What follows belongs to an exercise in optimizing a design on an open flow for small area and a short achievable clock period; a production flow would make more cautious choices. At most, simulation tests tie the RTL to the original design; equivalence was not proved. Function not checked in run 5: the RTL went through the layout flow alone. Power and IR drop assume default switching activity.

[config.mk]
export PLATFORM = sky130hd
export DESIGN_NAME = bist_top
export DESIGN_NICKNAME = bist_top
export VERILOG_FILES = /design/flow/design.v
export SDC_FILE = /design/flow/constraint.sdc
export NUM_CORES = 4
export LEC_CHECK = 0
export CAP_MARGIN = 20
export CORE_MARGIN = 2
export CORE_UTILIZATION = 60
export CTS_BUF_LIST = sky130_fd_sc_hd__clkbuf_8
export CTS_CLUSTER_DIAMETER = 80
export CTS_CLUSTER_SIZE = 18
export SETUP_SLACK_MARGIN = 3.0
export SLEW_MARGIN = 20
export SYNTH_HIERARCHICAL = 1
[design.v]
module predec3n (
    input  logic [2:0] a,
    input  logic [2:0] a_n,
    input  logic       en_a,
    input  logic [7:0] qd,
    output logic [7:0] yn
);
    genvar j;
    generate
        for (j = 0; j < 8; j++) begin : g_j
            g_a41oi u (.a(en_a),
                       .b(j[2] ? a[2] : a_n[2]),
                       .c(j[1] ? a[1] : a_n[1]),
                       .d(j[0] ? a[0] : a_n[0]),
                       .e(qd[j]), .y(yn[j]));
        end
    endgenerate
endmodule
module ao8 (
    input  logic [7:0] d,
    input  logic [7:0] s,
    output logic       y
);
    assign y = |(d & s);
endmodule
module rdbit (
    input  logic [63:0] d,
    input  logic [63:0] rsel,
    input  logic        wbit,
    input  logic        byp,
    output logic        y_rd,
    output logic        y
);
    logic [7:0] s;
    logic [3:0] t;
    logic       keep, wb_n;
    genvar k;
    generate
        for (k = 0; k < 8; k++) begin : g_s
            ao8 u (.d(d[8*k+7:8*k]), .s(rsel[8*k+7:8*k]), .y(s[k]));
        end
        for (k = 0; k < 4; k++) begin : g_t
            g_nor2 u (.a(s[2*k]), .b(s[2*k+1]), .y(t[k]));
        end
    endgenerate
    g_nand4 u_rd (.a(t[0]), .b(t[1]), .c(t[2]), .d(t[3]), .y(y_rd));
    g_a41o  u_k  (.a(t[0]), .b(t[1]), .c(t[2]), .d(t[3]), .e(byp), .y(keep));
    g_nand2 u_wb (.a(wbit), .b(byp), .y(wb_n));
    g_nand2 u_y  (.a(keep), .b(wb_n), .y(y));
endmodule
module g_inv   (input logic a, output logic y);                   assign y = !a;                          endmodule
module g_or2   (input logic a, b, output logic y);                assign y = a || b;                      endmodule
module g_nor2  (input logic a, b, output logic y);                assign y = !(a || b);                   endmodule
module g_nand2 (input logic a, b, output logic y);                assign y = !(a && b);                   endmodule
module g_nor3  (input logic a, b, c, output logic y);             assign y = !(a || b || c);              endmodule
module g_nand3 (input logic a, b, c, output logic y);             assign y = !(a && b && c);              endmodule
module g_and4  (input logic a, b, c, d, output logic y);          assign y = a && b && c && d;            endmodule
module g_nand4 (input logic a, b, c, d, output logic y);          assign y = !(a && b && c && d);         endmodule
module g_xnor2 (input logic a, b, output logic y);                assign y = !(a ^ b);                    endmodule
module g_aoi22 (input logic a0, b0, a1, b1, output logic y);      assign y = !((a0 && b0) || (a1 && b1)); endmodule
module g_aoi222 (input logic a0, b0, a1, b1, a2, b2, output logic y);
    assign y = !((a0 && b0) || (a1 && b1) || (a2 && b2));
endmodule
module g_a41oi (input logic a, b, c, d, e, output logic y);       assign y = !((a && b && c && d) || e);  endmodule
module g_and2  (input logic a, b, output logic y);                assign y = a && b;                      endmodule
module g_a21o  (input logic a, b, c, output logic y);             assign y = (a && b) || c;               endmodule
module g_o21ai (input logic a, b, c, output logic y);             assign y = !((a || b) && c);            endmodule
module g_a41o  (input logic a, b, c, d, e, output logic y);       assign y = (a && b && c && d) || e;     endmodule
module g_a31o  (input logic a, b, c, d, output logic y);          assign y = (a && b && c) || d;          endmodule
module g_a32o  (input logic a, b, c, d, e, output logic y);       assign y = (a && b && c) || (d && e);   endmodule
module bist_top #(
    parameter size   = 6,   
    parameter length = 8    
)(
    input  logic               start,
    input  logic               rst,
    input  logic               clk,
    input  logic               csin,
    input  logic               rwbarin,
    input  logic               opr,
    input  logic [size-1:0]    address,
    input  logic [length-1:0]  datain,
    output logic [length-1:0]  dataout,
    output logic               fail
);
    function automatic logic [7:0] pat(input logic [2:0] s);
        case (s)
            3'd0: pat = 8'hAA;
            3'd1: pat = 8'h55;
            3'd2: pat = 8'hF0;
            3'd3: pat = 8'h0F;
            3'd4: pat = 8'h00;
            3'd5: pat = 8'hFF;
            3'd6: pat = 8'hCC;
            default: pat = 8'h33;
        endcase
    endfunction
    logic       test;
    logic [9:0] q;
    logic       cout;
    logic       test_nx;
    logic [9:0] q_nx;
    logic       cout_nx;
    assign test_nx = test ? !cout : start;
    assign {cout_nx, q_nx} = test ? {1'b0, q} + 11'd1 : 11'd0;
    always_ff @(posedge clk or posedge rst) begin
        if (rst)
            test <= 1'b0;
        else
            test <= test_nx;
    end
    always_ff @(posedge clk) begin
        {cout, q} <= {cout_nx, q_nx};
    end
    logic [7:0] ptn;
    assign ptn = pat(q[2:0]);
    logic              cs, we;
    logic [length-1:0] wdata;
    assign cs    = test | csin;
    assign we    = test ? !q[6] : (csin && !rwbarin);
    assign wdata = test ? ptn : datain;
    logic       ntest, en_wr;
    logic [5:0] address_n;
    logic [7:0] qd_rrow, qd_wrow, qd_col, rrow_n, wrow_n, col_n;
    assign ntest = !test;
    assign en_wr = ntest && csin && !rwbarin;
    always_comb
        for (int j = 0; j < 8; j++) begin
            qd_rrow[j] = test && (q[5:3] == j);
            qd_wrow[j] = test && !q[6] && (q[5:3] == j);
            qd_col[j]  = test && (q[2:0] == j);
        end
    genvar ga;
    generate
        for (ga = 0; ga < size; ga++) begin : g_ainv
            g_inv u (.a(address[ga]), .y(address_n[ga]));
        end
    endgenerate
    predec3n u_prrow (.a(address[5:3]), .a_n(address_n[5:3]), .en_a(ntest), .qd(qd_rrow), .yn(rrow_n));
    predec3n u_pwrow (.a(address[5:3]), .a_n(address_n[5:3]), .en_a(en_wr), .qd(qd_wrow), .yn(wrow_n));
    predec3n u_pcol  (.a(address[2:0]), .a_n(address_n[2:0]), .en_a(ntest), .qd(qd_col),  .yn(col_n));
    genvar gw;
    logic [63:0] rsel, wsel;
    generate
        for (gw = 0; gw < 64; gw++) begin : g_sel
            g_nor2 u_r (.a(rrow_n[gw/8]), .b(col_n[gw%8]), .y(rsel[gw]));
            g_nor2 u_w (.a(wrow_n[gw/8]), .b(col_n[gw%8]), .y(wsel[gw]));
        end
    endgenerate
    logic [length-1:0] ram [0:63];
    always_ff @(posedge clk) begin
        for (int w = 0; w < 64; w++)
            if (wsel[w])
                ram[w] <= wdata;
    end
    logic [length-1:0] rd, rd_w;
    genvar gb, gx;
    generate
        for (gb = 0; gb < length; gb++) begin : g_rd
            logic [63:0] col;
            for (gx = 0; gx < 64; gx++) begin : g_w
                assign col[gx] = ram[gx][gb];
            end
            rdbit u_rd (.d(col), .rsel(rsel), .wbit(wdata[gb]), .byp(we), .y_rd(rd[gb]), .y(rd_w[gb]));
        end
    endgenerate
    logic [length-1:0] rdata;
    always_ff @(posedge clk) begin
        if (cs)
            rdata <= rd_w;
    end
    logic [7:0] ptn_nx, mism_n;
    logic       chk_n, fa_lo_d, fa_hi_d;
    assign ptn_nx = pat(q_nx[2:0]);
    assign chk_n  = !(test && !cout && q[6] && q_nx[6]);
    generate
        for (gb = 0; gb < length; gb++) begin : g_cmp
            g_xnor2 u (.a(rd[gb]), .b(ptn_nx[gb]), .y(mism_n[gb]));
        end
    endgenerate
    g_a41oi u_falo (.a(mism_n[0]), .b(mism_n[1]), .c(mism_n[2]), .d(mism_n[3]), .e(chk_n), .y(fa_lo_d));
    g_a41oi u_fahi (.a(mism_n[4]), .b(mism_n[5]), .c(mism_n[6]), .d(mism_n[7]), .e(chk_n), .y(fa_hi_d));
    logic rd_t, fa_lo, fa_hi, fa_t, fb;
    always_ff @(posedge clk or posedge rst) begin
        if (rst) begin
            rd_t  <= 1'b0;
            fa_lo <= 1'b0;
            fa_hi <= 1'b0;
            fa_t  <= 1'b0;
            fb    <= 1'b0;
        end else begin
            rd_t  <= test_nx && q_nx[6];
            fa_lo <= fa_lo_d;
            fa_hi <= fa_hi_d;
            fa_t  <= test && !cout && !q[6] && q_nx[6];
            fb    <= test_nx && !q_nx[6] && (q_nx[2:0] != 3'd4);
        end
    end
    logic idle_rd_n;
    g_nand2 u_ird (.a(csin), .b(rwbarin), .y(idle_rd_n));
    genvar go;
    generate
        for (go = 0; go < length; go++) begin : g_out
            logic idle_dn, test_dn;
            assign idle_dn = !(rdata[go] && ntest);
            assign test_dn = !(rdata[go] && rd_t);
            g_o21ai u (.a(idle_rd_n), .b(idle_dn), .c(test_dn), .y(dataout[go]));
        end
    endgenerate
    logic fa;
    assign fa = fa_lo || fa_hi || fa_t;
    g_a32o u_fail (.a(opr), .b(rwbarin), .c(fb), .d(opr), .e(fa), .y(fail));
endmodule
[constraint.sdc]
create_clock -name core_clock -period 6.0 [get_ports {clk}]
set_input_delay 1.2000 -clock core_clock [delete_from_list [all_inputs] [get_ports {clk}]]
set_output_delay 1.2000 -clock core_clock [all_outputs]
set_load 0.01 [all_outputs]
[run.sh]
#!/bin/bash
# synth_recipe.tcl (not shown) runs the flow's synth.tcl, then flattens the netlist and writes it again
# the make line also repeats each setting of config.mk as NAME=value (left out here)
make -C /OpenROAD-flow-scripts/flow DESIGN_CONFIG=/design/flow/config.mk WORK_HOME=/design/flow/orfs CLKGATE_MAP_FILE= SYNTH_SCRIPT=/design/flow/synth_recipe.tcl finish
==> results of run 1 <==
-- Yosys stat by module (local to each module, per instance), a selection --
module,flip-flops and latches,copies in the design,cell area [um2],cells inside
g_xnor2,0,8,8.758,1
g_nor2,0,160,3.754,1
g_a32o,0,1,10.01,1
g_inv,0,6,3.754,1
g_a41oi,0,26,16.27,1
g_a41o,0,8,10.01,1
g_nand4,0,8,6.256,1
ao8,0,64,36.28,5
g_nand2,0,17,3.754,1
g_o21ai,0,8,5.005,1
bist_top,537,1,16900,703
-- routing by layer --
layer / up-vias / wire [um]
met5: - / 0
li1: 5441 / -
met1: 6282 / 21850
met4: 0 / 1463
met2: 550 / 24350
met3: 75 / 4171
-- repair_timing --
| action | in CTS | in global routing |
|---|---|---|
| setup endpoints to repair | 531 | 41 |
| pin swaps | 23 | 29 |
| buffers inserted | 30 | 20 |
| gates cloned | 1 | 2 |
| endpoints found under the hold margin | 0 | 0 |
| resized for setup | 195 | 129 |
-- synthesized netlist by cell type, drive strengths merged, types with 6 or more instances --
master / number / area (um2)
a22oi: 256 / 1922
nor3: 13 / 65.06
ha: 9 / 112.6
clkbuf: 10 / 37.54
dfxtp: 11 / 220.2
a41oi: 26 / 422.9
a41o: 8 / 80.08
nand2: 49 / 183.9
dfrtp: 6 / 150.1
nor2: 186 / 698.2
nand4: 73 / 456.7
o21ai: 16 / 80.08
edfxtp: 520 / 15610
xnor2: 11 / 96.34
inv: 19 / 71.31
-- cells by family after synthesis --
| family | count (synthesis) | share of synthesized area (%) |
|---|---|---|
| multiplexers | 1 | 0.05470 |
| flip-flops | 537 | 77.65 |
| buffers and inverters | 31 | 0.6077 |
| XOR/XNOR | 15 | 0.6747 |
| AO/OA/AOI/OAI | 326 | 12.88 |
| adder cells (fa/ha/maj) | 9 | 0.5470 |
| AND/OR/NAND/NOR | 346 | 7.585 |
-- cell type report --
| type | instances | area [um2] |
|---|---|---|
| tap | 448 | 560.5 |
| clock buffer | 36 | 495.5 |
| clock inverter | 14 | 62.56 |
| multi-input combinational | 697 | 5355 |
| inverter | 19 | 85.08 |
| fill | 2196 | 9981 |
| sequential | 537 | 15990 |
| timing repair buffer | 103 | 1167 |
-- power groups by stage --
stage	Clock, mW	Sequential (mW)	Combinational, mW
after floorplan	0	5.26	1.25
after global placement	0	5.28	2.32
after detailed placement	0	5.28	2.33
after CTS	1.66	5.20	2.55
after global routing	1.78	5.23	2.95
final	1.64	5.21	2.79
-- worst register-to-register path, cell delays in order, from the launching register on --
cell	delay (ps)
dfxtp_4	390
ha_1	250
nor2b_1	180
and2_1	220
a41oi_4	230
buf_12	220
nor2_2	130
a22oi_2	200
nand4_1	300
nor2_4	250
nand4_1	140
xnor2_1	210
a41oi_2	130
-- registers in the layout, indices dropped and copies added, names as in the netlist --
register  cells
cout          1
fa_hi         1
fa_lo         1
fa_t          1
fb            1
q            10
ram         512
rd_t          1
rdata         8
test          1
-- worst max-delay path by stage --
stage               startpoint          to  cells past startpoint
detailed placement  address[1]       fa_hi                     10
floorplan           address[1]       fa_lo                      9
global placement    address[1]       fa_lo                     11
global route              q[0]       fa_lo                     12
CTS                    rwbarin  dataout[2]                      5
finish                 rwbarin  dataout[0]                      5
==> impl_results.md, run 1 <==
* Initial core utilization at 61.09%
* CTS tree: done
* Critical Path RT at 4800 ps
* Combinational share of power at 28.9%
* Cells after Synth at 1,265
* Net Sw Power at 3.218 mW
* Hold-fix buffers, CTS at 0
* Sequential area share after synthesis at 77.65%
* Pwr dens at 406.3 nW/um2
* CP peak stage delay at 190 ps
* Clock root cell: clkbuf_8
* DIE AREA at 35,810 um2
* Met3 usage at 3.448%
* Reg power frac at 54.1%
* Number of synthesis warnings at 8
* Post-route DRC at 0
* Layout cells sized above 1 at 23.26%
* CTS max path bufs at 3
* Hold Startpoint: q[9]
* Skew final at 20.37 ps
* Clk sinks at 537
* CTS Buf Count at 35
* Mean Syn Cell Area at 16.27 um2
* Die height at 189.2 um
* Peak Freq at 328.3 MHz
* Post-Layout Inst Area at 23,720 um2
* Post-synthesis register bit count at 537
* First-pass GRT wire length at 74.61 mm
* Ys async rst share at 1.117%
* CP Buf/Inv Count at 3
* Routability Congestion at 0.8990
* Area growth, synth to finish at 15.22%
* Core area at 33,700 um2
* Final core occ at 70.38%
* Clock Pin Slew Worst Setup and Hold Paths at 110 ps
* Grt ovf at 0
* Final hold vios at 0
* Total global-route track usage at 28.33%
* Placement Cell Area at 21,610 um2
* Cell chain of the critical path: buf_12 > nand2_8 > buf_6 > o21ai_4 > buf_6
* Min Hold Slack at 457.1 ps
* Number of port buffers at 28
* Run status: complete, no violations
* Pleak at 7.160 nW
* Internal at 6.420 mW
* Setup slack, reg-to-reg at 3040 ps
* Most frequent cells in the layout: edfxtp_1 (520), a22oi_1 (220), nor2_1 (91), nor2_2 (74), nand4_1 (73)
* Hold Crit Depth at 2
* Peak VDD IR at 0.4855 mV
* Switching share of power at 33.39%
* Final WL at 51.83 mm
* # diodes at 0
* Critical Path AT at 1850 ps
* Starting DRC count in detailed routing at 1,295
* Reg2Reg Depth at 12
* Final TNS setup at 0 ps
* Max_slew headroom at 26.92%
* R2R Path Start: q[0]
* Most used flip-flop cell after synthesis: edfxtp_1
* WL per Instance at 27.95 um
* Worst Slack Setup Final at 2954 ps
* Met2 usage at 44.98%
* Worst slack, placed at 1169 ps
* R2R Path End: fa_lo
* EDFF count, synth at 520
* Final setup violation count at 0
* Routed Antenna Nets at 0
* Minimum clock period at 3046 ps
* Fin cells at 1,854
* Vias in the first global route at 11,630
* CP startpoint kind: input pin
* Most used routing layer in global routing: met2
* Final Cycle Share at 50.76%
* Placed cell count at 1,750
* Vias per cell at 6.660
* Pre-antenna DRT Iters at 5
* Worst-path fanout max at 8
* Initial antenna violation count at 0
* Most used cell, CP: buf_6
* Clock power share at 17.0%
* Setup crit end kind: output port
* Synth cell types at 45
* Largest net degree at the start of global routing at 44
* I/O pins at 29
* Hpwl dp at 31.95 mm
* Met1 Use GR at 42.62%
* Most common cell after layout, fill and taps aside: edfxtp_1
* Syn_nets at 1,294
* Slew Limit Fails at 0
* H-Tree Depth at 2
* Horiz. Die Dim at 189.2 um
* Slowest stage cell on the critical path: o21ai_4
* Worst-Skew Late Latency at 590 ps
* RSZ-0062 raised after global routing: true
* Max_cap viols at 0
* Via count at 12,350
* Synth Cell Area at 20,590 um2
* Worst hold path type: reg2reg
* CP delay by family, top: buffers and inverters
* Worst-margin pin slew at 1096 ps
* Final #Nets at 1,422
* Row count at 67
* Hold endpoint: cout
* CP Class: in2out
* Total power at 9.638 mW
==> run 2, diff against run 1 <==
--- a/config.mk
+++ b/config.mk
@@ -12,3 +12,3 @@
 export CTS_CLUSTER_DIAMETER = 80
-export CTS_CLUSTER_SIZE = 18
+export CTS_CLUSTER_SIZE = 14
 export SETUP_SLACK_MARGIN = 3.0
==> impl_results.md, run 2 <==
* Via count at 12,450
* Vias per cell at 6.692
* CP startpoint kind: input pin
* Met2 wire length at 23.81 mm
* Ranking of synthesized cells by area: edfxtp_1 (76%), a22oi_1 (9.3%), nor2_1 (3.4%)
* Routability Congestion at 0.8990
* Clk sinks at 537
* Worst-path fanout max at 8
* CTS max path bufs at 3
* Synth cell types at 45
* Initial antenna violation count at 0
* Worst hold path type: reg2reg
* Peak VDD IR at 0.4828 mV
* CTS Buf Count at 44
* Most used flip-flop cell after synthesis: edfxtp_1
* Combinational share of power at 28.2%
* Pleak at 7.202 nW
* Max reg flops at 512
* Final WL at 51.28 mm
* CTS tree: done
* Post-synthesis register bit count at 537
* Synth area leader: edfxtp_1
* Max_cap viols at 0
* First-pass GRT wire length at 74.87 mm
* Wl on met1 at 21.51 mm
* Area growth, synth to finish at 15.56%
* Peak Freq at 328.9 MHz
* WL per Instance at 27.57 um
* Syn_nets at 1,294
* Top routing layer used: met4
* Row count at 67
* Final TNS setup at 0 ps
* Routed Antenna Nets at 0
* Final setup violation count at 0
* Sequential area share after synthesis at 77.65%
* CP peak stage delay at 190 ps
* Pwr dens at 410.8 nW/um2
* # diodes at 0
* Met3 Routed Length at 4.370 mm
* RSZ-0062 raised after global routing: true
* Count leader, synth: edfxtp_1
* Starting DRC count in detailed routing at 1,360
* I/O pins at 29
* Clock Pin Slew Worst Setup and Hold Paths at 90 ps
* Horiz. Die Dim at 189.2 um
* Switching share of power at 33.08%
* Grt ovf at 0
* Slew Limit Fails at 0
* Skew final at 28.71 ps
* R2R Path Start: test
* Final #Nets at 1,423
* Run status: complete, no violations
* Clock root cell: clkbuf_8
* Most common cell after layout, fill and taps aside: edfxtp_1
* Most used cell, CP: buf_6
* Layout cells sized above 1 at 24.01%
* Total global-route track usage at 28.50%
* Core area at 33,700 um2
* Net Sw Power at 3.233 mW
* Synth Cell Area at 20,590 um2
* Biggest register: ram
* Clock power share at 18.5%
* Worst-Skew Late Latency at 610 ps
* EDFF count, synth at 520
* Most frequent cells in the layout: edfxtp_1 (520), a22oi_1 (212), nor2_1 (87), nor2_2 (82), nand4_1 (73)
* CP Class: in2out
* Final Cycle Share at 50.67%
* Worst-margin pin slew at 1095 ps
* Most frequent cells after synthesis: edfxtp_1 (520), a22oi_1 (256), nor2_1 (186)
* Cell chain of the critical path: buf_12 > nand2_8 > buf_6 > o21ai_4 > buf_6
* Post-route DRC at 0
* Max_slew headroom at 26.97%
* Hpwl dp at 31.95 mm
* Hold-fix buffers, CTS at 0
* Final hold vios at 0
* Initial core utilization at 61.09%
* Die height at 189.2 um
* Crit. Startpoint: csin
* Final core occ at 70.59%
* Reg power frac at 53.3%
* Minimum clock period at 3040 ps
* Mean Syn Cell Area at 16.27 um2
* Number of synthesis warnings at 8
* Top cell type's share of synthesized area at 75.85%
* Internal at 6.541 mW
* DIE AREA at 35,810 um2
* Cells after Synth at 1,265
* Ys async rst share at 1.117%
* H-Tree Depth at 2
* Critical Path AT at 1840 ps
* Setup crit end kind: output port
* Vias in the first global route at 11,780
* Critical Path RT at 4800 ps
* Slowest stage cell on the critical path: o21ai_4
* Pre-antenna DRT Iters at 6
* Hold Startpoint: q[9]
* Largest net degree at the start of global routing at 44
* Number of port buffers at 28
==> run 2: cell counts after synthesis <==
Identical to the previous run, type by type.
==> run 2: per-layer routing <==
metal	vias up	track usage, %
met5	-	0
met1	6285	42.72
met3	102	4.115
met4	0	8.527
li1	5456	-
met2	604	44.31
==> run 2: through the flow <==
step / setup WS, ps / cell area, um2 / hold WS (ps) / power [mW] / std cells
2_1_floorplan: 3029 / 20620 / 426.7 / 6.518 / 1265
3_3_place_gp: 1230 / 21610 / 440.2 / 7.604 / 1750
3_5_place_dp: 1169 / 21610 / 440.5 / 7.617 / 1750
4_1_cts: 2934 / 23120 / 453.8 / 9.576 / 1846
5_1_grt: 2913 / 23790 / 511.0 / 10.14 / 1860
6_report: 2960 / 23790 / 458.1 / 9.774 / 1860
==> run 2: cells by family (layout without fill, tap and decap cells) <==
group                    Yosys count  after routing  share of synthesized area, %
AND/OR/NAND/NOR                  346            346                         7.585
adder cells (fa/ha/maj)            9              9                        0.5470
flip-flops                       537            537                         77.65
multiplexers                       1              1                       0.05470
XOR/XNOR                          15             15                        0.6747
buffers and inverters             31            178                        0.6077
AO/OA/AOI/OAI                    326            326                         12.88
==> run 2: power by group through the flow <==
stage / sequential, mW / combinational [mW] / clock, mW
after floorplan: 5.26 / 1.25 / 0
after global placement: 5.28 / 2.32 / 0
after detailed placement: 5.28 / 2.33 / 0
after CTS: 5.20 / 2.52 / 1.85
after global routing: 5.23 / 2.94 / 1.97
final: 5.21 / 2.75 / 1.81
==> run 2: layout make-up <==
class,instances,area (um2)
clock inverters,19,86.33
multi-input cells,697,5369
flip-flops and latches,537,15990
repair buffers,95,1079
well taps,448,560.5
fillers,2187,9911
clock buffers,45,619.3
inverters,19,85.08
==> run 2: per-module statistics from Yosys, one instance, submodules excluded, excerpt <==
module	cells inside	area, um2	flip-flops and latches	copies in the design
g_xnor2	1	8.758	0	8
g_nand2	1	3.754	0	17
g_a41o	1	10.01	0	8
g_inv	1	3.754	0	6
ao8	5	36.28	0	64
g_o21ai	1	5.005	0	8
g_nand4	1	6.256	0	8
bist_top	703	16900	537	1
g_a41oi	1	16.27	0	26
g_a32o	1	10.01	0	1
g_nor2	1	3.754	0	160
==> run 2: path summary, 6_finish.rpt <==
| check | to | cells after the start | slack (ps) |
|---|---|---|---|
| worst max-delay path | dataout[0] | 5 | 2960 |
| worst min-delay path | cout | 2 | 460 |
| worst max register to register | fa_hi | 11 | 3040 |
| worst min register to register | cout | 2 | 460 |
| max in group asynchronous | test | 2 | 4940 |
| min in group asynchronous | fa_lo | 2 | 820 |
==> run 2: worst max-delay path, delay by kind of cell <==
kind | cells | cell delay, ps
simple gates | 1 | 90
compound gates | 1 | 190
buf+inv | 3 | 350
==> run 2: repair_timing <==
item / CTS / global route
pin swaps: 16 / 27
setup buffers: 31 / 11
gates cloned: 1 / 1
setup endpoints to repair: 531 / 136
gates resized for setup: 182 / 140
==> run 3, diff against run 2 <==
--- a/config.mk
+++ b/config.mk
@@ -13,3 +13,3 @@
 export CTS_CLUSTER_SIZE = 14
-export SETUP_SLACK_MARGIN = 3.0
+export SETUP_SLACK_MARGIN = 3.1
 export SLEW_MARGIN = 20
==> impl_results.md, run 3 <==
* Vias in the first global route at 12,160
* Routed Antenna Nets at 0
* Horiz. Die Dim at 189.2 um
* Cells after Synth at 1,265
* Post-Layout Inst Area at 24,660 um2
* # fillers at 2,073
* Most frequent cells in the layout: edfxtp_1 (520), a22oi_1 (194), nor2_2 (115), nand4_1 (73), buf_4 (64)
* CP Class: reg2out
* Area growth, synth to finish at 19.77%
* Row count at 67
* EDFF count, synth at 520
* CTS Buf Count at 44
* Total global-route track usage at 29.88%
* Pleak at 7.462 nW
* First-pass GRT wire length at 78.15 mm
* Final Cycle Share at 50.81%
* Pre-antenna DRT Iters at 5
* Ys async rst share at 1.117%
* Max_slew headroom at 38.34%
* Vias per cell at 6.771
* Biggest register: ram
* Most frequent cells after synthesis: edfxtp_1 (520), a22oi_1 (256), nor2_1 (186)
* Run status: complete, no violations
* Worst-path fanout max at 7
* Starting DRC count in detailed routing at 1,644
* Count leader, synth: edfxtp_1
* CP startpoint kind: flop
* Number of port buffers at 28
* WL per Instance at 28.77 um
* Sequential area share after synthesis at 77.65%
* Final #Nets at 1,460
* Via count at 12,840
* Final setup violation count at 0
* Clock Pin Slew Worst Setup and Hold Paths at 110 ps
* Ranking of synthesized cells by area: edfxtp_1 (76%), a22oi_1 (9.3%), nor2_1 (3.4%)
* Mean Syn Cell Area at 16.27 um2
* DIE AREA at 35,810 um2
* Synth Cell Area at 20,590 um2
* Pwr dens at 408.5 nW/um2
* Fin cells at 1,897
* Initial antenna violation count at 0
* Critical Path RT at 4800 ps
* Hpwl dp at 32.46 mm
* Placed cell count at 1,746
* CTS tree: done
* Grt ovf at 0
* Largest net degree at the start of global routing at 66
* Max_cap viols at 0
* Most common cell after layout, fill and taps aside: edfxtp_1
* Core area at 33,700 um2
* Peak Freq at 328.0 MHz
* Die height at 189.2 um
* Worst hold path type: reg2reg
* Initial core utilization at 61.09%
* CTS max path bufs at 3
* Layout cells sized above 1 at 31.82%
* Worst-margin pin slew at 924.8 ps
* Final WL at 54.57 mm
* Synth cell types at 45
* # diodes at 0
* Total power at 10.07 mW
* Setup crit end kind: output port
* RSZ-0062 raised after global routing: true
* Slew Limit Fails at 0
* Number of synthesis warnings at 8
* Post-synthesis register bit count at 537
* Clock root cell: clkbuf_8
* I/O pins at 29
* Hold-fix buffers, CTS at 0
* Synth area leader: edfxtp_1
* Peak VDD IR at 0.7182 mV
* H-Tree Depth at 2
* Critical Path AT at 1850 ps
* Routability Congestion at 0.8962
* Worst Slack Setup Final at 2951 ps
* Minimum clock period at 3049 ps
* Syn_nets at 1,294
* Final hold vios at 0
* Post-route DRC at 0
* Worst slack, placed at 989.4 ps
* Skew final at 26.56 ps
* Max reg flops at 512
* Most used flip-flop cell after synthesis: edfxtp_1
* Top cell type's share of synthesized area at 75.85%
* Worst-Skew Late Latency at 590 ps
* Placement Cell Area at 21,680 um2
* Clk sinks at 537
* Final TNS setup at 0 ps
[run 3: cell counts after synthesis]
Identical to the previous run, type by type.
[run 3: routing by layer]
metal,vias to the layer above,track usage [%],part of all wire (%)
met4,0,8.766,3.4
met5,-,0,0
met2,715,45.82,46
met1,6482,45.64,40
met3,121,4.041,10
li1,5526,-,-
[run 3: logic make-up (layout without fill, tap and decap cells)]
group | after synthesis | after routing | synth area share [%]
flops | 537 | 537 | 77.65
simple gates | 346 | 346 | 7.585
compound gates | 326 | 327 | 12.88
buf+inv | 31 | 214 | 0.6077
xor+xnor | 15 | 15 | 0.6747
fa+ha+maj | 9 | 9 | 0.5470
mux | 1 | 1 | 0.05470
[run 3: cell type report]
type	count	area, um2	area share, %
inverters	19	86.33	0.3501
clock inverters	18	80.08	0.3248
clock buffers	46	633.1	2.568
well taps	448	560.5	2.273
flip-flops and latches	537	15990	64.86
repair buffers	131	1480	6.003
multi-input cells	698	5824	23.62
[run 3: stage by stage]
step	util, %	hold WS (ps)
6_report	73.16	479.7
4_1_cts	70.34	473.6
3_5_place_dp	64.34	440.1
3_3_place_gp	64.25	442.8
5_1_grt	73.16	504.4
2_1_floorplan	-	426.7
[run 3: report_power, final]
part	internal, mW	total, mW	switching [mW]
clock	0.706	1.81	1.11
sequential	5.11	5.22	0.110
combinational	0.862	3.04	2.17
total	6.68	10.1	3.39
[run 3: final timing paths]
path	from	to	slack [ps]	cells after the start
min	q[9]	cout	480	2
max reg2reg	test	fa_hi	3000	13
max in group asynchronous	rst	fa_t	4860	2
max	test	dataout[2]	2950	7
min in group asynchronous	rst	fa_lo	860	2
min reg2reg	q[9]	cout	480	2
[run 3: modules after synthesis (local to each module, per instance), a selection]
module    cells  area, um2
bist_top    703      16900
g_a41oi       1      16.27
g_a32o        1      10.01
g_xnor2       1      8.758
g_nand4       1      6.256
g_o21ai       1      5.005
g_nor2        1      3.754
g_inv         1      3.754
[run 3: critical path, stage by stage (launching register included)]
cell and delay (ps):
dfrtp_1 430, buf_12 150, clkinvlp_4 80, buf_6 100
buf_12 120, nand2_1 90, o21ai_4 170, buf_6 130
[run 3: repair_timing]
item,CTS,global route
setup endpoints to repair,571,534
gates resized for setup,266,188
pin swaps,37,54
setup buffers,59,22
cloned,3,3
==> run 4, diff against run 3 <==
==> flow/run.sh (new file) <==
#!/bin/bash
# Layout flow: the standard synthesis and layout (standard.sh), with the
# port buffers made from buf_4 cells. Each step's full output goes to its own log.
set -euo pipefail
work=$(pwd)
bash standard.sh synth > "$work/synth.log" 2>&1
bash standard.sh \
    "BUFFER_PORTS_ARGS=-buffer_cell sky130_fd_sc_hd__buf_4" \
    finish > "$work/layout.log" 2>&1
==> standard.sh (new file) <==
#!/bin/bash
# synth_recipe.tcl (not shown) runs the flow's synth.tcl, then flattens the netlist and writes it again
# the make line also repeats each setting of config.mk as NAME=value (left out here)
make -C /OpenROAD-flow-scripts/flow DESIGN_CONFIG=/design/flow/config.mk WORK_HOME=/design/flow/orfs CLKGATE_MAP_FILE= SYNTH_SCRIPT=/design/flow/synth_recipe.tcl "${@:-finish}"
--- a/config.mk
+++ b/config.mk
@@ -13,3 +13,3 @@
 export CTS_CLUSTER_SIZE = 14
-export SETUP_SLACK_MARGIN = 3.1
+export SETUP_SLACK_MARGIN = 3.0
 export SLEW_MARGIN = 20
removed: run.sh
==> impl_results.md, run 4 <==
* Run status: complete, no violations
* Routed Antenna Nets at 0
* Worst slack, placed at 1670 ps
* Grt ovf at 0
* CP peak stage delay at 320 ps
* Clock Pin Slew Worst Setup and Hold Paths at 100 ps
* Initial core utilization at 61.09%
* Hpwl dp at 31.71 mm
* Number of synthesis warnings at 8
* Final #Nets at 1,428
* Slew Limit Fails at 0
* CTS tree: done
* Cell chain of the critical path: buf_6 > clkinvlp_4 > buf_4 > a41oi_4 > buf_12 > nor2_2 > a22oi_1 > nand4_1 > nor2_2 > nand4_1 > xnor2_1 > a41oi_2
* CP startpoint kind: input pin
* First-pass GRT wire length at 74.87 mm
* Hold-fix buffers, CTS at 0
* R2R Path Start: q[0]
* Area growth, synth to finish at 15.85%
* Final WL at 51.17 mm
* EDFF count, synth at 520
* Worst-Skew Late Latency at 630 ps
* Min Hold Slack at 424.5 ps
* Peak Freq at 327.6 MHz
* Hold Startpoint: q[9]
* Largest net degree at the start of global routing at 66
* Routability Congestion at 0.8465
* Clk sinks at 537
* Pwr dens at 409.3 nW/um2
* DIE AREA at 35,810 um2
* Synth area leader: edfxtp_1
* Syn_nets at 1,294
* Setup crit end kind: flop
* Worst-path fanout max at 9
* Max reg flops at 512
* I/O pins at 29
* Initial antenna violation count at 0
* Number of port buffers at 28
* Final hold vios at 0
* Met2 usage at 43.73%
* Critical Path AT at 3530 ps
* RSZ-0062 raised after global routing: true
* Synth cell types at 45
* CTS max path bufs at 3
* Horiz. Die Dim at 189.2 um
* Most used flip-flop cell after synthesis: edfxtp_1
* Starting DRC count in detailed routing at 1,317
* # fillers at 2,227
* Final Cycle Share at 50.87%
* Minimum clock period at 3052 ps
* Core area at 33,700 um2
* Top cell type's share of synthesized area at 75.85%
* Row count at 67
* CTS Buf Count at 44
* Most frequent cells after synthesis: edfxtp_1 (520), a22oi_1 (256), nor2_1 (186)
* Biggest register: ram
* Worst Slack Setup Final at 2948 ps
* Cells after Synth at 1,265
* Slowest stage cell on the critical path: a22oi_1
* Mean Syn Cell Area at 16.27 um2
* # diodes at 0
* CP Class: in2reg
* Via count at 12,350
* Post-route DRC at 0
* H-Tree Depth at 2
* Most used routing layer in global routing: met2
* Hold Crit Depth at 2
* Worst hold path type: reg2reg
* Peak VDD IR at 0.5824 mV
* Met3 usage at 6.265%
* Worst-margin pin slew at 1025 ps
* Die height at 189.2 um
* Crit. Startpoint: address[3]
* Layout cells sized above 1 at 23.41%
* Final TNS setup at 0 ps
* Ranking of synthesized cells by area: edfxtp_1 (76%), a22oi_1 (9.3%), nor2_1 (3.4%)
* Count leader, synth: edfxtp_1
* Final setup violation count at 0
* Max_cap viols at 0
* Reg2Reg Depth at 13
* Most frequent cells in the layout: edfxtp_1 (520), a22oi_1 (219), nor2_1 (101), nand4_1 (73), buf_4 (65)
* Post-synthesis register bit count at 537
* Pre-antenna DRT Iters at 5
* Total global-route track usage at 28.63%
* Critical Path RT at 6480 ps
* FF/Latch Area at 15,990 um2
* Sequential area share after synthesis at 77.65%
* Met1 Use GR at 42.44%
* Final core occ at 70.77%
* Pleak at 7.284 nW
* WL per Instance at 27.29 um
* Skew final at 32.56 ps
* Most common cell after layout, fill and taps aside: edfxtp_1
* Vias per cell at 6.584
* Synth Cell Area at 20,590 um2
* Vias in the first global route at 11,750
* Ys async rst share at 1.117%
* Multi-input logic area at 5400 um2
* Max_slew headroom at 31.68%
* Clock root cell: clkbuf_8
[run 4: per-module statistics from Yosys (local to each module, per instance), a selection]
module    area (um2)  copies in the design
g_a32o         10.01                     1
bist_top       16900                     1
g_inv          3.754                     6
g_nor2         3.754                   160
g_xnor2        8.758                     8
g_nand4        6.256                     8
ao8            36.28                    64
g_o21ai        5.005                     8
g_nand2        3.754                    17
g_a41oi        16.27                    26
[run 4: layout make-up]
type / count / area share, %
Sequential cell: 537 / 67.06
Multi-Input combinational cell: 697 / 22.64
Timing Repair Buffer: 100 / 4.438
Clock buffer: 46 / 2.655
Tap cell: 448 / 2.350
Clock inverter: 28 / 0.4879
Inverter: 19 / 0.3620
[run 4: timing repair]
item	in CTS	in global routing
endpoints found under the setup margin	484	121
setup buffers	18	36
pin swaps	12	45
gates cloned	1	0
resized for setup	72	158
[run 4: metrics by stage]
step           area, um2  instances  power [mW]
6_report           23850       1875       9.760
5_1_grt            23850       1875       10.14
3_5_place_dp       21510       1746       7.569
2_1_floorplan      20620       1265       6.518
3_3_place_gp       21510       1746       7.535
4_1_cts            22850       1839       9.534
[run 4: cell families after synthesis]
| group | share of synthesized area [%] |
|---|---|
| AO/OA/AOI/OAI | 12.88 |
| XOR/XNOR | 0.6747 |
| adder cells (fa/ha/maj) | 0.5470 |
| buffers and inverters | 0.6077 |
| flip-flops | 77.65 |
| multiplexers | 0.05470 |
| AND/OR/NAND/NOR | 7.585 |
[run 4: metal layers]
metal	share of wire, %	up-vias
met1	43	6295
met5	0	-
met2	47	534
met3	7.8	64
li1	-	5452
met4	2.0	0
[run 4: report_power, final]
| group | switching, mW | internal [mW] | total, mW |
|---|---|---|---|
| logic | 1.98 | 0.713 | 2.69 |
| registers | 0.101 | 5.12 | 5.22 |
| clock network | 1.13 | 0.714 | 1.85 |
| total | 3.22 | 6.55 | 9.76 |
[run 4: path summary, 6_finish.rpt]
| kind | slack (ps) | to |
|---|---|---|
| worst max-delay path | 2950 | fa_lo |
| worst min-delay path | 420 | cout |
| worst max register to register | 3020 | fa_lo |
| worst min register to register | 420 | cout |
| max in group asynchronous | 5190 | fa_lo |
| min in group asynchronous | 520 | rd_t |
[run 4: worst max-delay path: cells and delay by family]
family	cells	cell delay [ps]
AO/OA/AOI/OAI	3	630
AND/OR/NAND/NOR	4	680
buffers and inverters	4	770
XOR/XNOR	1	230
==> run 5, diff against run 4 <==
--- a/design.v
+++ b/design.v
@@ -35,3 +35,3 @@
     logic [3:0] t;
-    logic       keep, wb_n;
+    logic       all_t, byp_n;
     genvar k;
@@ -45,6 +45,6 @@
     endgenerate
-    g_nand4 u_rd (.a(t[0]), .b(t[1]), .c(t[2]), .d(t[3]), .y(y_rd));
-    g_a41o  u_k  (.a(t[0]), .b(t[1]), .c(t[2]), .d(t[3]), .e(byp), .y(keep));
-    g_nand2 u_wb (.a(wbit), .b(byp), .y(wb_n));
-    g_nand2 u_y  (.a(keep), .b(wb_n), .y(y));
+    g_nand4 u_rd  (.a(t[0]), .b(t[1]), .c(t[2]), .d(t[3]), .y(y_rd));
+    g_and4  u_all (.a(t[0]), .b(t[1]), .c(t[2]), .d(t[3]), .y(all_t));
+    g_nand2 u_b   (.a(wbit), .b(byp), .y(byp_n));
+    g_nand2 u_y   (.a(all_t), .b(byp_n), .y(y));
 endmodule
@@ -67,3 +67,2 @@
 module g_o21ai (input logic a, b, c, output logic y);             assign y = !((a || b) && c);            endmodule
-module g_a41o  (input logic a, b, c, d, e, output logic y);       assign y = (a && b && c && d) || e;     endmodule
 module g_a31o  (input logic a, b, c, d, output logic y);          assign y = (a && b && c) || d;          endmodule
@@ -121,3 +120,3 @@
     assign wdata = test ? ptn : datain;
-    logic       ntest, en_wr;
+    logic       ntest, en_rd, en_wr;
     logic [5:0] address_n;
@@ -125,2 +124,3 @@
     assign ntest = !test;
+    assign en_rd = ntest && rwbarin;
     assign en_wr = ntest && csin && !rwbarin;
@@ -128,3 +128,3 @@
         for (int j = 0; j < 8; j++) begin
-            qd_rrow[j] = test && (q[5:3] == j);
+            qd_rrow[j] = test && q[6] && (q[5:3] == j);
             qd_wrow[j] = test && !q[6] && (q[5:3] == j);
@@ -138,3 +138,3 @@
     endgenerate
-    predec3n u_prrow (.a(address[5:3]), .a_n(address_n[5:3]), .en_a(ntest), .qd(qd_rrow), .yn(rrow_n));
+    predec3n u_prrow (.a(address[5:3]), .a_n(address_n[5:3]), .en_a(en_rd), .qd(qd_rrow), .yn(rrow_n));
     predec3n u_pwrow (.a(address[5:3]), .a_n(address_n[5:3]), .en_a(en_wr), .qd(qd_wrow), .yn(wrow_n));
@@ -198,4 +198,2 @@
     end
-    logic idle_rd_n;
-    g_nand2 u_ird (.a(csin), .b(rwbarin), .y(idle_rd_n));
     genvar go;
@@ -203,6 +201,6 @@
         for (go = 0; go < length; go++) begin : g_out
-            logic idle_dn, test_dn;
-            assign idle_dn = !(rdata[go] && ntest);
-            assign test_dn = !(rdata[go] && rd_t);
-            g_o21ai u (.a(idle_rd_n), .b(idle_dn), .c(test_dn), .y(dataout[go]));
+            logic idle_d, test_d;
+            assign idle_d = rdata[go] && ntest;
+            assign test_d = rdata[go] && rd_t;
+            g_a31o u (.a(csin), .b(rwbarin), .c(idle_d), .d(test_d), .y(dataout[go]));
         end
==> run.sh (new file) <==
#!/bin/bash
# synth_recipe.tcl (not shown) runs the flow's synth.tcl, then flattens the netlist and writes it again
# the make line also repeats each setting of config.mk as NAME=value (left out here)
make -C /OpenROAD-flow-scripts/flow DESIGN_CONFIG=/design/flow/config.mk WORK_HOME=/design/flow/orfs CLKGATE_MAP_FILE= SYNTH_SCRIPT=/design/flow/synth_recipe.tcl finish
removed: flow/run.sh
removed: standard.sh
==> impl_results.md, run 5 <==
* Worst hold path type: reg2reg
* Total global-route track usage at 28.84%
* Count leader, synth: edfxtp_1
* Routed Antenna Nets at 0
* Vias in the first global route at 11,820
* Most frequent cells in the layout: edfxtp_1 (520), a22oi_1 (241), nor2_1 (89), nor2_2 (86), nand4_1 (72)
* Max_slew headroom at 24.34%
* CP startpoint kind: input pin
* WL per Instance at 27.74 um
* Most used cell, CP: nand4_1
* DIE AREA at 36,060 um2
* Layout cells sized above 1 at 21.04%
* Largest net degree at the start of global routing at 66
* Synth area leader: edfxtp_1
* Area growth, synth to finish at 13.08%
* Biggest register: ram
* Final hold vios at 0
* Cells after Synth at 1,273
* Minimum clock period at 3109 ps
* Final WL at 51.65 mm
* Skew final at 21.87 ps
* Clk sinks at 537
* Post-route DRC at 0
* Final setup violation count at 0
* Synth cell types at 50
* Grt ovf at 0
* Slowest stage cell on the critical path: nor2_1
* Most frequent cells after synthesis: edfxtp_1 (520), a22oi_1 (257), nor2_1 (188)
* CTS Buf Count at 44
* Pwr dens at 395.0 nW/um2
* Core area at 34,290 um2
* CP peak stage delay at 460 ps
* # fillers at 2,351
* Number of port buffers at 28
* Slew Limit Fails at 0
* Routability Congestion at 0.8835
* R2R Path End: fa_hi
* Vias per cell at 6.646
* Pleak at 7.102 nW
* Peak VDD IR at 0.4073 mV
* Final Cycle Share at 51.82%
* Sequential area share after synthesis at 77.09%
* Reg2Reg Depth at 11
* Run status: complete, no violations
* Max_cap viols at 0
* Ranking of synthesized cells by area: edfxtp_1 (75%), a22oi_1 (9.3%), nor2_1 (3.4%)
* Cell chain of the critical path: buf_6 > buf_8 > nor2b_4 > a41oi_4 > buf_12 > nor2_1 > a22oi_1 > nand4_1 > nor2_2 > nand4_1 > xnor2_1 > a41oi_2
* Setup slack, reg-to-reg at 2960 ps
* Hold Startpoint: q[9]
* Top cell type's share of synthesized area at 75.31%
* Final core occ at 68.38%
* Initial core utilization at 60.47%
* Critical Path AT at 3630 ps
* Final #Nets at 1,420
* Most used flip-flop cell after synthesis: edfxtp_1
* Initial antenna violation count at 0
* Synth Cell Area at 20,730 um2
* H-Tree Depth at 2
* Crit path capture: fa_hi
* Worst-margin pin slew at 1132 ps
* Max reg flops at 512
* CP Class: in2reg
* First-pass GRT wire length at 74.47 mm
* Final TNS setup at 0 ps
* CTS max path bufs at 3
* Horiz. Die Dim at 189.9 um
* Setup crit end kind: flop
* Die height at 189.9 um
* Peak Freq at 321.6 MHz
* CTS tree: done
* Most common cell after layout, fill and taps aside: edfxtp_1
* EDFF count, synth at 520
* Clock root cell: clkbuf_8
* I/O pins at 29
* Row count at 68
* Critical Path RT at 6520 ps
* Worst-path fanout max at 8
* RSZ-0062 raised after global routing: true
* Pre-antenna DRT Iters at 5
* Post-synthesis register bit count at 537
* Number of synthesis warnings at 8
* R2R Path Start: test
* Clock Pin Slew Worst Setup and Hold Paths at 90 ps
* Crit. Startpoint: rwbarin
* Via count at 12,370
* Worst-Skew Late Latency at 650 ps
* Syn_nets at 1,302
* Mean Syn Cell Area at 16.29 um2
* Ys async rst share at 1.117%
* Hpwl dp at 32.86 mm
* # diodes at 0
* Starting DRC count in detailed routing at 1,423
-- run 5: cell type report --
| cell class | count | area, um2 | area share [%] |
|---|---|---|---|
| Clock buffer | 44 | 605.6 | 2.583 |
| Multi-Input combinational cell | 707 | 5238 | 22.34 |
| Tap cell | 455 | 569.3 | 2.428 |
| Inverter | 17 | 83.83 | 0.3575 |
| Clock inverter | 18 | 83.83 | 0.3575 |
| Sequential cell | 537 | 15990 | 68.21 |
| Timing Repair Buffer | 84 | 873.3 | 3.725 |
-- run 5: per-stage QoR --
| step | instance area [um2] | instances | power (mW) | worst slack (ps) | hold slack, ps |
|---|---|---|---|---|---|
| 6_report | 23450 | 1862 | 9.262 | 2891 | 475.7 |
| 5_1_grt | 23450 | 1862 | 9.578 | 2787 | 501.9 |
| 4_1_cts | 23080 | 1853 | 9.214 | 2874 | 478.9 |
| 3_5_place_dp | 21830 | 1767 | 7.367 | 1335 | 457.3 |
| 3_3_place_gp | 21770 | 1765 | 7.285 | 1420 | 449.8 |
| 2_1_floorplan | 20760 | 1273 | 6.318 | 2412 | 432.0 |
-- run 5: power by group --
group,leakage [nW],switching [mW],internal (mW)
clock network,0.407,1.11,0.680
registers,4.84,0.120,5.16
logic,1.85,1.68,0.515
-- run 5: repair_timing --
item | CTS | global route
gates resized for setup | 163 | 94
hold buffers | 0 | 0
buffers inserted | 24 | 9
endpoints found under the hold margin | 0 | 0
pin swaps | 10 | 12
setup endpoints to repair | 694 | 467
-- run 5: kinds of logic after synthesis --
group | synth area share [%]
XOR/XNOR | 0.5009
adder cells (fa/ha/maj) | 0.5431
AO/OA/AOI/OAI | 12.73
AND/OR/NAND/NOR | 8.345
buffers and inverters | 0.6396
flip-flops | 77.09
multiplexers | 0.1509
-- run 5: worst min-delay path by stage --
stage | end | slack [ps] | cells past startpoint
6_report | cout | 480 | 2
5_1_grt | cout | 500 | 2
4_1_cts | cout | 480 | 2
3_5_place_dp | cout | 460 | 2
3_3_place_gp | cout | 450 | 2
2_1_floorplan | cout | 430 | 2
-- run 5: Yosys stat by module, one instance, submodules excluded, excerpt --
module    flip-flops and latches  cell area, um2  cells inside
g_nor2                         0           3.754             1
g_nand4                        0           6.256             1
g_a41oi                        0           16.27             1
g_and4                         0           8.758             1
bist_top                     537           17040           712
g_xnor2                        0           8.758             1
g_inv                          0           3.754             1
g_a32o                         0           10.01             1
g_nand2                        0           3.754             1
ao8                            0           36.28             5
-- run 5: layer usage --
| layer | wire length, um | GRT usage (%) | up-vias | part of all wire, % |
|---|---|---|---|---|
| met5 | 0 | 0 | - | 0 |
| met4 | 1738 | 11.39 | 0 | 3.4 |
| met3 | 4133 | 5.386 | 93 | 8.0 |
| met2 | 24190 | 44.48 | 555 | 47 |
| met1 | 21590 | 41.37 | 6259 | 42 |
| li1 | - | - | 5467 | - |
-- run 5: critical path, delay by kind of cell --
| family | cells | cell delay, ps |
|---|---|---|
| and+or+nand+nor | 5 | 1320 |
| AOI/OAI and AO/OA | 3 | 580 |
| xor gates and xnor gates | 1 | 150 |
| buffers and inverters | 3 | 370 |
==> run 6, diff against run 5 <==
--- a/design.v
+++ b/design.v
@@ -35,3 +35,3 @@
     logic [3:0] t;
-    logic       all_t, byp_n;
+    logic       keep, wb_n;
     genvar k;
@@ -45,6 +45,6 @@
     endgenerate
-    g_nand4 u_rd  (.a(t[0]), .b(t[1]), .c(t[2]), .d(t[3]), .y(y_rd));
-    g_and4  u_all (.a(t[0]), .b(t[1]), .c(t[2]), .d(t[3]), .y(all_t));
-    g_nand2 u_b   (.a(wbit), .b(byp), .y(byp_n));
-    g_nand2 u_y   (.a(all_t), .b(byp_n), .y(y));
+    g_nand4 u_rd (.a(t[0]), .b(t[1]), .c(t[2]), .d(t[3]), .y(y_rd));
+    g_a41o  u_k  (.a(t[0]), .b(t[1]), .c(t[2]), .d(t[3]), .e(byp), .y(keep));
+    g_nand2 u_wb (.a(wbit), .b(byp), .y(wb_n));
+    g_nand2 u_y  (.a(keep), .b(wb_n), .y(y));
 endmodule
@@ -67,2 +67,3 @@
 module g_o21ai (input logic a, b, c, output logic y);             assign y = !((a || b) && c);            endmodule
+module g_a41o  (input logic a, b, c, d, e, output logic y);       assign y = (a && b && c && d) || e;     endmodule
 module g_a31o  (input logic a, b, c, d, output logic y);          assign y = (a && b && c) || d;          endmodule
@@ -120,3 +121,3 @@
     assign wdata = test ? ptn : datain;
-    logic       ntest, en_rd, en_wr;
+    logic       ntest, en_wr;
     logic [5:0] address_n;
@@ -124,3 +125,2 @@
     assign ntest = !test;
-    assign en_rd = ntest && rwbarin;
     assign en_wr = ntest && csin && !rwbarin;
@@ -128,3 +128,3 @@
         for (int j = 0; j < 8; j++) begin
-            qd_rrow[j] = test && q[6] && (q[5:3] == j);
+            qd_rrow[j] = test && (q[5:3] == j);
             qd_wrow[j] = test && !q[6] && (q[5:3] == j);
@@ -138,3 +138,3 @@
     endgenerate
-    predec3n u_prrow (.a(address[5:3]), .a_n(address_n[5:3]), .en_a(en_rd), .qd(qd_rrow), .yn(rrow_n));
+    predec3n u_prrow (.a(address[5:3]), .a_n(address_n[5:3]), .en_a(ntest), .qd(qd_rrow), .yn(rrow_n));
     predec3n u_pwrow (.a(address[5:3]), .a_n(address_n[5:3]), .en_a(en_wr), .qd(qd_wrow), .yn(wrow_n));
@@ -198,2 +198,4 @@
     end
+    logic idle_rd_n;
+    g_nand2 u_ird (.a(csin), .b(rwbarin), .y(idle_rd_n));
     genvar go;
@@ -201,6 +203,6 @@
         for (go = 0; go < length; go++) begin : g_out
-            logic idle_d, test_d;
-            assign idle_d = rdata[go] && ntest;
-            assign test_d = rdata[go] && rd_t;
-            g_a31o u (.a(csin), .b(rwbarin), .c(idle_d), .d(test_d), .y(dataout[go]));
+            logic idle_dn, test_dn;
+            assign idle_dn = !(rdata[go] && ntest);
+            assign test_dn = !(rdata[go] && rd_t);
+            g_o21ai u (.a(idle_rd_n), .b(idle_dn), .c(test_dn), .y(dataout[go]));
         end
==> flow/run.sh (new file) <==
#!/bin/bash
# Layout flow: the standard synthesis (standard.sh synth), then its
# standard layout with two changes for the steps after synthesis: the port
# buffers are buf_4 cells, and the slow low-power inverters and delay cells
# are added to the platform's don't-use list so that the resizer does not
# pick them. The timing repair after global routing aims at a larger
# setup margin than the earlier steps. Each step's full output goes to its own log.
set -euo pipefail
work=$(pwd)
bash standard.sh synth > "$work/synth.log" 2>&1
DU="sky130_fd_sc_hd__probe_p_8 sky130_fd_sc_hd__probec_p_8 sky130_fd_sc_hd__lpflow_bleeder_1 sky130_fd_sc_hd__lpflow_clkbufkapwr_1 sky130_fd_sc_hd__lpflow_clkbufkapwr_16 sky130_fd_sc_hd__lpflow_clkbufkapwr_2 sky130_fd_sc_hd__lpflow_clkbufkapwr_4 sky130_fd_sc_hd__lpflow_clkbufkapwr_8 sky130_fd_sc_hd__lpflow_clkinvkapwr_1 sky130_fd_sc_hd__lpflow_clkinvkapwr_16 sky130_fd_sc_hd__lpflow_clkinvkapwr_2 sky130_fd_sc_hd__lpflow_clkinvkapwr_4 sky130_fd_sc_hd__lpflow_clkinvkapwr_8 sky130_fd_sc_hd__lpflow_decapkapwr_12 sky130_fd_sc_hd__lpflow_decapkapwr_3 sky130_fd_sc_hd__lpflow_decapkapwr_4 sky130_fd_sc_hd__lpflow_decapkapwr_6 sky130_fd_sc_hd__lpflow_decapkapwr_8 sky130_fd_sc_hd__lpflow_inputiso0n_1 sky130_fd_sc_hd__lpflow_inputiso0p_1 sky130_fd_sc_hd__lpflow_inputiso1n_1 sky130_fd_sc_hd__lpflow_inputiso1p_1 sky130_fd_sc_hd__lpflow_inputisolatch_1 sky130_fd_sc_hd__lpflow_isobufsrc_1 sky130_fd_sc_hd__lpflow_isobufsrc_16 sky130_fd_sc_hd__lpflow_isobufsrc_2 sky130_fd_sc_hd__lpflow_isobufsrc_4 sky130_fd_sc_hd__lpflow_isobufsrc_8 sky130_fd_sc_hd__lpflow_isobufsrckapwr_16 sky130_fd_sc_hd__lpflow_lsbuf_lh_hl_isowell_tap_1 sky130_fd_sc_hd__lpflow_lsbuf_lh_hl_isowell_tap_2 sky130_fd_sc_hd__lpflow_lsbuf_lh_hl_isowell_tap_4 sky130_fd_sc_hd__lpflow_lsbuf_lh_isowell_4 sky130_fd_sc_hd__lpflow_lsbuf_lh_isowell_tap_1 sky130_fd_sc_hd__lpflow_lsbuf_lh_isowell_tap_2 sky130_fd_sc_hd__lpflow_lsbuf_lh_isowell_tap_4 sky130_fd_sc_hd__fill_1 sky130_fd_sc_hd__fill_2 sky130_fd_sc_hd__fill_4 sky130_fd_sc_hd__fill_8 sky130_fd_sc_hd__conb_1 sky130_fd_sc_hd__clkinvlp_2 sky130_fd_sc_hd__clkinvlp_4 sky130_fd_sc_hd__clkdlybuf4s15_1 sky130_fd_sc_hd__clkdlybuf4s15_2 sky130_fd_sc_hd__clkdlybuf4s18_1 sky130_fd_sc_hd__clkdlybuf4s18_2 sky130_fd_sc_hd__clkdlybuf4s25_1 sky130_fd_sc_hd__clkdlybuf4s25_2 sky130_fd_sc_hd__clkdlybuf4s50_1 sky130_fd_sc_hd__clkdlybuf4s50_2 sky130_fd_sc_hd__dlygate4sd1_1 sky130_fd_sc_hd__dlygate4sd2_1 sky130_fd_sc_hd__dlygate4sd3_1 sky130_fd_sc_hd__dlymetal6s2s_1 sky130_fd_sc_hd__dlymetal6s4s_1 sky130_fd_sc_hd__dlymetal6s6s_1"
bash standard.sh "DONT_USE_CELLS=$DU" \
    "BUFFER_PORTS_ARGS=-buffer_cell sky130_fd_sc_hd__buf_4" \
    cts > "$work/layout_cts.log" 2>&1
bash standard.sh "DONT_USE_CELLS=$DU" \
    "BUFFER_PORTS_ARGS=-buffer_cell sky130_fd_sc_hd__buf_4" \
    SETUP_SLACK_MARGIN=3.3 \
    finish > "$work/layout.log" 2>&1
==> standard.sh (new file) <==
#!/bin/bash
# synth_recipe.tcl (not shown) runs the flow's synth.tcl, then flattens the netlist and writes it again
# the make line also repeats each setting of config.mk as NAME=value (left out here)
make -C /OpenROAD-flow-scripts/flow DESIGN_CONFIG=/design/flow/config.mk WORK_HOME=/design/flow/orfs CLKGATE_MAP_FILE= SYNTH_SCRIPT=/design/flow/synth_recipe.tcl "${@:-finish}"
removed: run.sh
==> impl_results.md, run 6 <==
* Syn_nets at 1,294
* Setup slack, reg-to-reg at 2980 ps
* Worst-margin pin slew at 1072 ps
* Switching share of power at 35.28%
* Internal at 6.695 mW
* Peak Freq at 331.5 MHz
* CTS tree: done
* Final WL at 58.05 mm
* Critical Path AT at 3290 ps
* Skew final at 36.01 ps
* Final Cycle Share at 50.27%
* Most used flip-flop cell after synthesis: edfxtp_1
* Peak VDD IR at 0.6762 mV
* Vias in the first global route at 11,740
* Sequential area share after synthesis at 77.65%
* # diodes at 0
* Final setup violation count at 0
* Worst hold path type: reg2reg
* Synth cell types at 45
* Most frequent cells after synthesis: edfxtp_1 (520), a22oi_1 (256), nor2_1 (186)
* Pre-antenna DRT Iters at 5
* Placed cell count at 1,751
* Number of synthesis warnings at 8
* Pleak at 7.434 nW
* Critical Path RT at 6270 ps
* Top cell type's share of synthesized area at 75.85%
* R2R Path End: ram[44][0]
* Hold Startpoint: q[9]
* Hold endpoint: cout
* First-pass GRT wire length at 75.12 mm
* WL per Instance at 30.05 um
* Clock Pin Slew Worst Setup and Hold Paths at 100 ps
* Cells after Synth at 1,265
* CTS max path bufs at 3
* Layout cells sized above 1 at 32.01%
* Final #Nets at 1,497
* Setup crit end kind: flop
* Biggest register: ram
* Clk sinks at 537
* Combinational share of power at 32.1%
* Grt ovf at 0
* Final TNS setup at 0 ps
* Vias per cell at 6.786
* RSZ-0062 raised after global routing: true
* Minimum clock period at 3016 ps
* Max_slew headroom at 28.50%
* Most common cell after layout, fill and taps aside: edfxtp_1
* Post-synthesis register bit count at 537
* Placement Cell Area at 21,520 um2
* Post-route DRC at 0
* Post-Layout Inst Area at 24,900 um2
* Clock power share at 17.5%
* # fillers at 2,104
* EDFF count, synth at 520
* Total global-route track usage at 29.22%
* Reg power frac at 50.4%
* Starting DRC count in detailed routing at 1,528
* Slew Limit Fails at 0
* Mean Syn Cell Area at 16.27 um2
* Net Sw Power at 3.650 mW
* Final hold vios at 0
* R2R Path Start: test
* Count leader, synth: edfxtp_1
* Routed Antenna Nets at 0
* Max_cap viols at 0
* Ranking of synthesized cells by area: edfxtp_1 (76%), a22oi_1 (9.3%), nor2_1 (3.4%)
* Max reg flops at 512
* I/O pins at 29
* Largest net degree at the start of global routing at 49
* Hold Crit Depth at 2
* CP Class: reg2reg
* Worst-path fanout max at 9
* H-Tree Depth at 2
* Ys async rst share at 1.117%
* Hpwl dp at 32.85 mm
* Synth Cell Area at 20,590 um2
* Worst-Skew Late Latency at 640 ps
* Initial core utilization at 61.09%
* Routability Congestion at 0.8836
* Area growth, synth to finish at 20.93%
* CTS Buf Count at 44
* Most frequent cells in the layout: edfxtp_1 (520), a22oi_1 (161), a22oi_2 (95), nand4_1 (73), nor2_2 (72)
* Initial antenna violation count at 0
* Die height at 189.2 um
* Fin cells at 1,932
* Clock root cell: clkbuf_8
* Pwr dens at 415.6 nW/um2
* CP startpoint kind: flop
* Via count at 13,110
* Core area at 33,700 um2
* Run status: complete, no violations
* Number of port buffers at 28
* Row count at 67
* Horiz. Die Dim at 189.2 um
* Synth area leader: edfxtp_1
* Reg2Reg Depth at 4
* DIE AREA at 35,810 um2
run 6: cell type report:
class                      count  area, um2  share of cell area (%)
timing repair buffer         161       1340                   5.383
inverter                      19      91.34                  0.3669
timing repair inverter         3      28.78                  0.1156
sequential                   537      16000                   64.27
clock inverter                18      82.58                  0.3317
tap                          448      560.5                   2.252
multi-input combinational    702       6186                   24.85
clock buffer                  44      605.6                   2.433
run 6: critical path: stages, from the launching register on:
cell and delay [ps]:
dfrtp_2 520, buf_12 180, nor3b_4 610, a41oi_2 600
nor2_1 720
run 6: power by group through the flow:
stage	Clock [mW]	Combinational (mW)	Sequential [mW]
after detailed placement	0	2.36	5.29
final	1.81	3.32	5.21
after global placement	0	2.33	5.28
after floorplan	0	1.25	5.26
after CTS	1.85	2.53	5.20
after global routing	1.97	3.45	5.23
run 6: cells by family (layout without fill, tap and decap cells):
family / after synthesis / after routing / synth area share, %
buf+inv: 31 / 245 / 0.6077
fa+ha+maj: 9 / 9 / 0.5470
xor+xnor: 15 / 15 / 0.6747
simple gates: 346 / 346 / 7.585
mux: 1 / 1 / 0.05470
compound gates: 326 / 331 / 12.88
flops: 537 / 537 / 77.65
run 6: timing repair:
action / in CTS / in global routing
buffers inserted: 14 / 91
setup endpoints to repair: 531 / 731
pin swaps: 14 / 96
resized for setup: 116 / 355
hold endpoints to repair: 0 / 0
hold buffers: 0 / 0
cloned: 0 / 13
run 6: worst max path at each step:
| stage | startpoint | endpoint | slack (ps) | cells past startpoint |
|---|---|---|---|---|
| 2_1_floorplan | address[1] | fa_lo | 3030 | 9 |
| 3_3_place_gp | test | fa_lo | 1840 | 12 |
| 3_5_place_dp | address[1] | fa_lo | 1840 | 11 |
| 4_1_cts | address[4] | fa_lo | 2910 | 11 |
| 5_1_grt | test | ram[9][1] | 2900 | 4 |
| 6_report | test | ram[44][0] | 2980 | 4 |
run 6: metal layers:
layer | wire [um] | track usage [%]
met1 | 23260 | 43.92
met2 | 26990 | 43.73
met3 | 5985 | 4.949
met4 | 1815 | 10.85
met5 | 0 | 0
run 6: metrics by stage:
step | total power [mW] | hold WS [ps] | setup slack [ps] | util, %
3_3_place_gp | 7.613 | 463.9 | 1840 | 63.85
5_1_grt | 10.65 | 459.0 | 2904 | 73.87
3_5_place_dp | 7.643 | 464.8 | 1839 | 63.85
2_1_floorplan | 6.518 | 426.7 | 3029 | -
6_report | 10.35 | 453.8 | 2984 | 73.87
4_1_cts | 9.577 | 454.8 | 2910 | 67.71
run 6: Yosys stat by module (local to each module, per instance), excerpt:
| module | times used | area, um2 | cells |
|---|---|---|---|
| bist_top | 1 | 16900 | 703 |
| ao8 | 64 | 36.28 | 5 |
| g_a41oi | 26 | 16.27 | 1 |
| g_a32o | 1 | 10.01 | 1 |
| g_a41o | 8 | 10.01 | 1 |
| g_xnor2 | 8 | 8.758 | 1 |
| g_nand4 | 8 | 6.256 | 1 |
| g_o21ai | 8 | 5.005 | 1 |
| g_inv | 6 | 3.754 | 1 |
| g_nand2 | 17 | 3.754 | 1 |
| g_nor2 | 160 | 3.754 | 1 |

-- afterwards: timing with drivers on the ports --
How much do the figures lean on ideal ports? The routed layouts below were timed once more, with nothing changed but the port constraints. Step 1 (the two cells are an assumption about what drives the block):
set clk [get_ports {clk}]
set_driving_cell -lib_cell sky130_fd_sc_hd__clkbuf_16 $clk
set_driving_cell -lib_cell sky130_fd_sc_hd__buf_2 [delete_from_list [all_inputs] $clk]
Step 2 moves the port delays by t, midway between the first and last clock arrival at a register: inputs arrive t later, outputs are due t later. That takes back most of the time a late clock gives input paths. a / b / c = ideal / step 1 / step 2; a / b = the first two.
run | t (ns) | slack for setup (ns) | clock arrival spread, ns | worst register clock-pin slew, ns | worst slew at a driven data input, ns
run 1 | 0.634 | 2.954 / 2.885 / 2.385 | 0.027 / 0.026 | 0.12 / 0.12 | 0.10
run 2 | 0.643 | 2.960 / 2.880 / 2.343 | 0.029 / 0.029 | 0.10 / 0.10 | 0.08
run 3 | 0.629 | 2.951 / 2.900 / 2.434 | 0.027 / 0.027 | 0.11 / 0.11 | 0.08
run 4 | 0.669 | 2.948 / 2.922 / 2.253 | 0.033 / 0.032 | 0.10 / 0.10 | 0.08
run 5 | 0.689 | 2.891 / 2.858 / 2.217 | 0.023 / 0.023 | 0.10 / 0.10 | 0.07
run 6 | 0.678 | 2.984 / 2.944 / 2.306 | 0.039 / 0.039 | 0.10 / 0.10 | 0.09
After both steps every run listed still meets setup and hold. For run 4, which loses most, drivers alone change the setup slack by -0.026 ns; drivers and shift together by -0.695 ns.
